From an optimization exercise on the open Yosys and OpenROAD flow, aimed at small area, a short achievable clock period and few clock cycles; shortcuts taken in it are not production practice. Function was checked by simulation only, so behaviour that the tests miss may differ from the original. Power is estimated from default activity; no workload was simulated.

==> inputs of job 113 <==
==> flow/design.v (excerpt) <==
module gun(
    input rst_i,
    input clk_i,
    input [15:0] sw_i,
    output busy,
    output [14:0] leds
);
==> flow/config.mk <==
export PLATFORM = sky130hd
export DESIGN_NAME = gun
export DESIGN_NICKNAME = gun
export VERILOG_FILES = /design/flow/design.v
export SDC_FILE = /design/flow/constraint.sdc
export NUM_CORES = 4
export LEC_CHECK = 0
export CAP_MARGIN = 20
export CORE_MARGIN = 2
export CORE_UTILIZATION = 40
export SLEW_MARGIN = 20
export SYNTH_HIERARCHICAL = 1
export SYNTH_MINIMUM_KEEP_SIZE = 0
==> flow/constraint.sdc <==
create_clock -name core_clock -period 4.0 [get_ports {clk_i}]
set_input_delay 0.8000 -clock core_clock [delete_from_list [all_inputs] [get_ports {clk_i}]]
set_output_delay 0.8000 -clock core_clock [all_outputs]
set_load 0.01 [all_outputs]
standard.sh (not shown) runs the stock make flow with config.mk's settings and CLKGATE_MAP_FILE= SYNTH_SCRIPT=/design/flow/synth_recipe.tcl, a recipe that flattens the netlist after the stock synthesis.
==> flow/flow/run.sh <==
#!/bin/bash
set -euo pipefail
cd "$(dirname "${BASH_SOURCE[0]}")/.."
export ADDER_MAP_FILE=
bash standard.sh finish > standard_flow.log 2>&1
==> inputs of job 525, as changes to job 113 <==
SETUP_SLACK_MARGIN = 0.5   (was default)
==> notes.md <==
Against job 525, the worst setup slack of job 113 is worse by 0.17 ns. In clock power, job 525 and job 113 hardly differ. Between job 113 and job 525, the lower final cell count is in job 113 (gap about 1.3%, measured against job 525). In sequential cell count, job 525 and job 113 do not differ. Against job 113, the sequential power of job 525 is smaller by 7.3%. Between job 525 and job 113, the lower via count is in job 113 (gap about 0.9%, measured against job 113). First-iteration DRC count: job 113 is lower than job 525 (13%). In job 113 the routed wire length is lower than in job 525, by 1.8%. Of job 525 and job 113, job 525 has the higher non-clock buffer count (gap 8).
==> figures <==
Sequential-cell power consumption: job 525 0.000572 W; job 113 0.000617 W
Via count of the first global-routing pass: job 525 2,997; job 113 2,970
Combinational group power: job 525 0.00316 W; job 113 0.00305 W
Area fraction of clock buffers and clock inverters: job 525 0.0104; job 113 0.0105
Count of filler cells inserted in the layout: job 525 929; job 113 932
Worst slew pin tran: job 525 0.657 ns; job 113 0.739 ns
Final cell count without fillers: job 525 622; job 113 614
Internal power summed over all cells: job 525 0.00209 W; job 113 0.00205 W
Portion of total power attributed to sequential cells: job 525 0.147; job 113 0.161
Leakage power of the design: job 525 1.60 nW; job 113 1.56 nW
Total number of vias: job 525 3,258; job 113 3,228
Critical path peak fanout: job 525 10; job 113 19
Status: job 525 complete, no violations; job 113 complete, no violations
Max transition margin: job 525 0.562; job 113 0.507
Global Route met2 Usage: job 525 0.286; job 113 0.290
Met2 wire len: job 525 4040 um; job 113 4020 um
Final Net Count: job 525 512; job 113 504
Detail Route met3 WL: job 525 354 um; job 113 213 um
Sequential share of cell area: job 525 0.159; job 113 0.161
Testbench counts of job 113, summed over its fixed seeds: cycles 6,400.
Testbench counts of job 525, summed over its fixed seeds: cycles 6,400.


==> 04-16 <==
Another version of the RTL of gun (not shown whole).
Settings: LEC_CHECK=0, ABC_CLOCK_PERIOD_IN_PS=3000, CAP_MARGIN=20, CORE_MARGIN=2, CORE_UTILIZATION=40, SETUP_SLACK_MARGIN=1.0, SLEW_MARGIN=20; clock period 4.0 ns.
run.sh (not shown) runs the stock make flow with config.mk's settings and CLKGATE_MAP_FILE= SYNTH_SCRIPT=/design/flow/synth_recipe.tcl, a recipe that flattens the netlist after the stock synthesis.
Stock flow here: none of the scripts above is used.
==> 09-17 (differences from 04-16) <==
Settings changed: ABC_CLOCK_PERIOD_IN_PS 3000 to default, SETUP_SLACK_MARGIN 1.0 to default.
==> 06-14 (differences from 04-16) <==
Settings changed: ABC_CLOCK_PERIOD_IN_PS 3000 to default, SETUP_SLACK_MARGIN 1.0 to 0.5.
==> flow_summary.toml <==
[run_status]
outcome = "timing/DRC/antenna clean"

[clock_tree]
cts.repair.resized = 93

[worst_setup_path]
reg2reg_slack_ns = 0.79

[placement]
dp.cells = 591
place_area_mm2 = 0.00461

[power_and_ir_drop]
pg_comb_w = 0.00156
pg_clk_w = 0.000263

[layout]
final_area_mm2 = 0.00526
fillers = 898
final_cell_mix = "inv_1 (43), and2_1 (41), buf_4 (39)"

[sta]
rsz0062_at_grt = "yes"
Source of the figures above: 04-16

==> flow_summary.toml <==
[clock_tree]
cts.repair.resized = 15

[layout]
final_cell_mix = "and2_1 (49), inv_1 (49), fa_1 (41)"

[run_status]
outcome = "timing/DRC/antenna clean"

[power_and_ir_drop]
pg_clk_w = 0.000256

[placement]
place_area_mm2 = 0.00456

[sta]
rsz0062_at_grt = "yes"
Source of the figures above: 06-14

==> flow_summary.toml <==
[run_status]
outcome = "timing/DRC/antenna clean"

[power_and_ir_drop]
pg_comb_w = 0.00133
pg_clk_w = 0.000253

[routing]
wl_met3_um = 327

[layout]
final_area_mm2 = 0.00465
final_cell_mix = "inv_1 (51), and2_1 (50), fa_1 (41)"

[placement]
place_area_mm2 = 0.00456

[floorplan]
die_w_um = 104

[sta]
rsz0062_at_grt = "no"

[global_route]
grt.busiest_layer = "met2"

[synth]
yosysUniqueCellTypes = 62

[worst_setup_path]
r2r_end = "r0[7]$_DFFE_PP_"
Source of the figures above: 09-17

Testbench counts of 04-16, summed over its fixed seeds: cycles 6,400.
Testbench counts of 09-17, summed over its fixed seeds: cycles 6,400.
Testbench counts of 06-14, summed over its fixed seeds: cycles 6,400.


==> onyx: inputs <==
Another version of the RTL of gun (not shown whole).
clock: 4.0 ns
lec_check: 0
cap_margin: 20
core_margin: 2
core_utilization: 60
setup_slack_margin: 0.5
slew_margin: 20
synth_hierarchical: 1
synth_minimum_keep_size: 0
standard.sh (not shown) runs the stock make flow with config.mk's settings and CLKGATE_MAP_FILE= SYNTH_SCRIPT=/design/flow/synth_recipe.tcl, a recipe that flattens the netlist after the stock synthesis.
==> flow/flow/run.sh <==
#!/bin/bash
set -euo pipefail
cd "$(dirname "${BASH_SOURCE[0]}")/.."
bash standard.sh finish ADDER_MAP_FILE= "BUFFER_PORTS_ARGS=-buffer_cell sky130_fd_sc_hd__buf_2" > standard_flow.log 2>&1
==> inputs of cedar, as changes to onyx <==
Settings changed: CORE_UTILIZATION 60 to 40, SETUP_SLACK_MARGIN 0.5 to 1.2.
==> comparison table <==
Result of the run: onyx complete, no violations; cedar complete, no violations
Worst skew pair latency: onyx 0.30 ns; cedar 0.29 ns
Worst Path Arrival: onyx 3.17 ns; cedar 2.86 ns
Synth-to-layout area growth: onyx 4.53%; cedar 9.64%
Dpl cell area: onyx 4210 um^2; cedar 4280 um^2
Via density per instance: onyx 5.69; cedar 5.20
Metal-1 WL: onyx 3.73 mm; cedar 3.99 mm
Switching component of the power: onyx 1.09 mW; cedar 1.06 mW
Sum of buffers and inverters on the critical path: onyx 0; cedar 1
Clock buffers and inverters, area share: onyx 0.0269; cedar 0.0179
Combinational share of power: onyx 0.610; cedar 0.624
Met3 routing resource usage after global routing: onyx 0.0256; cedar 0.0254
Layout buffering overhead excluding clock cells: onyx 0.0370; cedar 0.0590
Number of non-clock buffers in the layout: onyx 32; cedar 45
Hold_ws: onyx 0.463 ns; cedar 0.458 ns
IR drop worst, VDD: onyx 0.407 mV; cedar 0.206 mV
WL/cell: onyx 13.9 um; cedar 13.1 um
Testbench counts of onyx, summed over its fixed seeds: cycles 6,400.
Testbench counts of cedar, summed over its fixed seeds: cycles 6,400.

==> port drivers added, routing unchanged <==
Ports are ideal in the flow. The routed layouts listed here were re-timed in OpenROAD. Step 1: set_driving_cell puts a clkbuf_16 on clk_i and a buf_2 on each other input, an assumption about the parent block. Step 2 also shifts input and output timing later by t, the mid clock arrival at the registers, as if the neighbouring blocks saw the same clock. a / b / c = ideal ports / drivers / drivers and shift; a / b = the first two.
run	shift t [ns]	slack for setup (ns)	worst setup path after step 2	worst register clock-pin slew, ns
job 113	0.296	0.485 / 0.454 / 0.537	input to register	0.09 / 0.09
job 525	0.298	0.652 / 0.619 / 0.538	input to register	0.09 / 0.09
04-16	0.310	0.787 / 0.787 / 0.516	input to register	0.07 / 0.07
09-17	0.316	0.212 / 0.217 / -0.098	input to register	0.08 / 0.08
06-14	0.321	0.594 / 0.602 / 0.282	input to register	0.08 / 0.08
onyx	0.321	0.909 / 0.909 / 0.909	register to register	0.08 / 0.08
cedar	0.325	1.283 / 1.255 / 1.260	input to register	0.08 / 0.08
Met with ideal ports but missed after step 2: setup timing in 09-17. For 06-14, which loses most, drivers alone change the setup slack by +0.008 ns; drivers and shift together by -0.312 ns.
